Source: an optimization exercise on an open RTL-to-GDS flow (aim: small area, a short achievable clock period and few clock cycles per item). Production flows keep margins and buffers that such runs may drop. Only simulation tests tie the RTL to the original design; equivalence was not proved.

Setup of build 57:
Design Exponential, start of the top module:
module Exponential(input clk, rst, start, input [15:0] x,
                   output done, output [1:0] intpart, output [15:0] fracpart);
make LEC_CHECK=0 CAP_MARGIN=20 CORE_MARGIN=2 CORE_UTILIZATION=60 SETUP_SLACK_MARGIN=3 SLEW_MARGIN=20 finish   # period 9.0 ns
run.sh (not shown) runs the stock make flow with config.mk's settings and CLKGATE_MAP_FILE= SYNTH_SCRIPT=/design/flow/synth_recipe.tcl, a recipe that flattens the netlist after the stock synthesis.
Every stage of the flow completed for build 57, and the final layout passed the timing, design-rule and antenna checks.
Testbench counts of build 57, summed over its fixed seeds: cycles 3,484, items 384.
Input-level comparison between build 45 and build 57:
- CTS_BUF_LIST newly set to sky130_fd_sc_hd__clkbuf_4 sky130_fd_sc_hd__clkbuf_8
- CTS_CLUSTER_SIZE newly set to 40
[summary]
Build 45 ends up with lower global-route met1 utilization than build 57 does. Summary of build 45 over build 57: worst setup slack has increased, total wire length has decreased.
Relative to build 45, the following input files were edited for build 91:
- SETUP_SLACK_MARGIN: 3 -> 2.5
## What came out
Layout overhead on the synthesized area in build 91 is 0.66 points below build 45.
In build 91 the final area turned out 0.62% lower than in build 45.
Taking build 45 as the reference, in build 91 fill cell instance count of the final layout moved up; worst setup slack down 0.42 ns.
Diff build 91 and build 45: via count lower in build 91
Edits applied to the flow inputs when going from build 91 to build 36:
- SETUP_SLACK_MARGIN now 3, was 2.5
- CTS_BUF_LIST now sky130_fd_sc_hd__clkbuf_2 sky130_fd_sc_hd__clkbuf_4, was sky130_fd_sc_hd__clkbuf_4 sky130_fd_sc_hd__clkbuf_8
- CTS_CLUSTER_SIZE now 60, was 40
- Between build 36 and build 91, it is build 36 whose clock transition at the register clock pins on the worst setup and hold paths after CTS is higher, by 0.04 ns.
- DRC marker count from the first detailed-route iteration (build 36 vs. build 91) increases by a few percent
- After detailed routing, build 91 needs more wire than build 36.
- In build 36 the met2 wire length turned out about 0.46% lower than in build 91.
- Build 36: cell count along the critical path 1 above build 91


Another version of the RTL of Exponential (not shown whole).
Size: ~1300 cells after synthesis, roughly 56 flip-flops, roughly 38 I/O pins, roughly 11000 um^2 of cells after synthesis.
Settings: LEC_CHECK=0, CAP_MARGIN=20, CORE_MARGIN=2, CORE_UTILIZATION=70, SETUP_SLACK_MARGIN=3, SLEW_MARGIN=20; clock period 9.0 ns.
The starting point ran to the end with no violations.
Testbench counts at the start, summed over its fixed seeds: cycles 3,484, items 384.
==> next run, changes <==
Settings changed: CORE_UTILIZATION 70 to 40, SETUP_SLACK_MARGIN 3 to not set.
Effect: Worst setup slack got worse by 0.53 ns; worst hold slack loses 0.0095 ns; fmax came out lower by 8.1%; die area goes up by 72%; first-iteration DRC count went down by 33%; routed wire length barely changes; cell area falls by 3.0%; global-route usage decreases by 15 points; area after synthesis stays the same; core utilization went down by 36 points.


== exp/violet ==
Exponential again, from the RTL that the note above started with.
Design Exponential, start of the top module:
module Exponential(input clk, rst, start, input [15:0] x,
                   output done, output [1:0] intpart, output [15:0] fracpart);
make LEC_CHECK=0 CAP_MARGIN=20 CORE_MARGIN=2 CORE_UTILIZATION=40 SETUP_SLACK_MARGIN=3 SLEW_MARGIN=20 finish   # period 9.0 ns
exp/violet ended with every stage complete and zero timing, DRC or antenna violations.
Testbench counts of exp/violet, summed over its fixed seeds: cycles 3,484, items 384.
diff inputs: exp/violet => exp/xenon
- swapping 3 for 4 in SETUP_SLACK_MARGIN
Findings:
exp/xenon has completed all stages; timing, DRC and antenna checks passed.
On clock skew, exp/violet and exp/xenon are neck and neck.
met1 routed wirelength after detailed routing of exp/xenon is on par with exp/violet.
On maximum frequency, exp/violet and exp/xenon are neck and neck.
Compared to exp/violet, exp/xenon has number of buffers added for setup after CTS 30 higher.
What exp/tundra does differently from exp/xenon at the input level:
- swapping 4 for 3 in SETUP_SLACK_MARGIN
- swapping 40 for 60 in CORE_UTILIZATION
Notes after the runs:
Of exp/xenon and exp/tundra, the run reporting the higher sequential cell area share was exp/tundra. Compare exp/xenon and exp/tundra | via density per instance higher: exp/tundra. Taking exp/xenon as the reference, in exp/tundra post-CTS repair timing setup buffer count moved down, fraction of synthesis flops using an asynchronous set or reset pin level, final wirelength moved down, layout filler cell count moved down. Highest fanout seen on the critical path for exp/tundra is lower than for exp/xenon. exp/xenon -> exp/tundra: clock latency of the later-clocked register in the worst-skew pair flat. exp/xenon ended up with t[15]$_DFF_P_ as its timing startpoint of the critical path; exp/tundra ended up with a[0]$_DFF_P_. exp/xenon → exp/tundra: maximum clock rate grew by 1.9 MHz, worst setup margin grew by 67 ps.


== run 1 ==
Another version of the RTL of Exponential (not shown whole).
Size in the first run: roughly 1200 cells after synthesis, about 68 flip-flops, roughly 38 I/O pins.
make LEC_CHECK=0 CAP_MARGIN=20 CORE_MARGIN=2 CORE_UTILIZATION=50 CTS_BUF_LIST='sky130_fd_sc_hd__clkbuf_4 sky130_fd_sc_hd__clkbuf_8' CTS_CLUSTER_SIZE=40 SETUP_SLACK_MARGIN=3 SLEW_MARGIN=20 finish   # period 9.0 ns
Testbench counts of run 1, summed over its fixed seeds: cycles 3,058, items 384.
diff inputs: run 1 => run 2
Settings: SETUP_SLACK_MARGIN now 3.5, was 3; CORE_UTILIZATION now 60, was 50.
Findings:
Higher final critical path time including I/O delays and setup among run 2 and run 1: run 1. Compared with run 1, run 2 shows number of standard cells in the final layout excluding fillers lower by 10. Relative to run 1, the clock tree cell share of total cell area of run 2 is lower by 0.50 points. Run 1 → run 2: maximum single-stage delay on the critical path now sits higher. In the flow results for run 2 and run 1, the number of non-clock buffers is larger on run 2. Compared with run 1, placement density in the core of run 2 is higher.


Setup of job 102:
Starting RTL as in the previous note.
clock: 9.0 ns
lec_check: 0
cap_margin: 20
core_margin: 2
core_utilization: 60
cts_buf_list: sky130_fd_sc_hd__clkbuf_4 sky130_fd_sc_hd__clkbuf_8
cts_cluster_size: 40
setup_slack_margin: 3.25
slew_margin: 20
Testbench counts of job 102, summed over its fixed seeds: cycles 3,058, items 384.
> inputs changed (job 102 -> job 105)
# job 102
export LEC_CHECK = 0
export CAP_MARGIN = 20
export CORE_MARGIN = 2
export CORE_UTILIZATION = 60
export CTS_BUF_LIST = sky130_fd_sc_hd__clkbuf_4 sky130_fd_sc_hd__clkbuf_8
export CTS_CLUSTER_SIZE = 40
export SETUP_SLACK_MARGIN = 3.25
export SLEW_MARGIN = 20
create_clock -name core_clock -period 9.0 [get_ports {clk}]
# job 105
export LEC_CHECK = 0
export CAP_MARGIN = 20
export CORE_MARGIN = 2
export CORE_UTILIZATION = 60
export CTS_BUF_LIST = sky130_fd_sc_hd__clkbuf_4 sky130_fd_sc_hd__clkbuf_8
export CTS_CLUSTER_SIZE = 40
export SETUP_SLACK_MARGIN = 3
export SLEW_MARGIN = 20
create_clock -name core_clock -period 9.0 [get_ports {clk}]
## What came out
Taking job 102 as the reference, in job 105 routed via count flat; post-synthesis to final-layout area growth down 1.2 points; async set or reset register ratio after synthesis flat; met3 global-route usage down 0.30 points; wire length down 170 um.
Changes observed in job 105 relative to job 102: cell area down about 1.1%; die area closely matched the old numbers; wire length on met3 down about 1.6%.
Density: job 105 sparser than job 102
Job 105: PASS, flow complete, no timing, DRC or antenna violations
Number of vias per cell across job 102 and job 105: no real change.

afterwards: timing with drivers on the ports:
No port has a modelled driver above. Below, the same layouts with a new extraction and two added sets of constraints.
Step 1: set_driving_cell puts a clkbuf_16 on clk and a buf_2 on each other input, an assumption about the parent block.
Step 2 adds t to the input delays and takes it off the output delays; t is the mean of the earliest and latest rising clock arrival at the registers after step 1. Input paths then give back, and output paths get back, about the clock's delay inside the block.
Slacks: ideal ports / drivers / drivers and shift; pairs: ideal ports / drivers.
run | shift t [ns] | slack for setup (ns) | clock arrival spread, ns
build 57 | 0.365 | 3.242 / 3.242 / 3.242 | 0.010 / 0.010
build 45 | 0.377 | 3.264 / 3.264 / 3.264 | 0.013 / 0.013
build 91 | 0.378 | 2.845 / 2.845 / 2.845 | 0.014 / 0.014
build 36 | 0.440 | 3.233 / 3.233 / 3.233 | 0.019 / 0.020
the first run of note 2 | 0.332 | 2.935 / 2.935 / 2.935 | 0.011 / 0.011
the second run of note 2 | 0.338 | 2.401 / 2.401 / 2.401 | 0.011 / 0.010
exp/violet | 0.337 | 3.060 / 3.060 / 3.060 | 0.012 / 0.013
exp/xenon | 0.331 | 3.061 / 3.061 / 3.061 | 0.010 / 0.010
exp/tundra | 0.340 | 3.129 / 3.129 / 3.129 | 0.005 / 0.006
run 1 | 0.397 | 3.211 / 3.211 / 3.211 | 0.020 / 0.020
run 2 | 0.388 | 3.655 / 3.655 / 3.551 | 0.016 / 0.015
job 102 | 0.386 | 3.518 / 3.518 / 3.518 | 0.020 / 0.020
job 105 | 0.387 | 3.305 / 3.305 / 3.305 | 0.017 / 0.017
After both steps setup and hold are still met in every run listed. For run 2, which loses most, drivers alone change the setup slack by 0.000 ns; drivers and shift together by -0.104 ns.
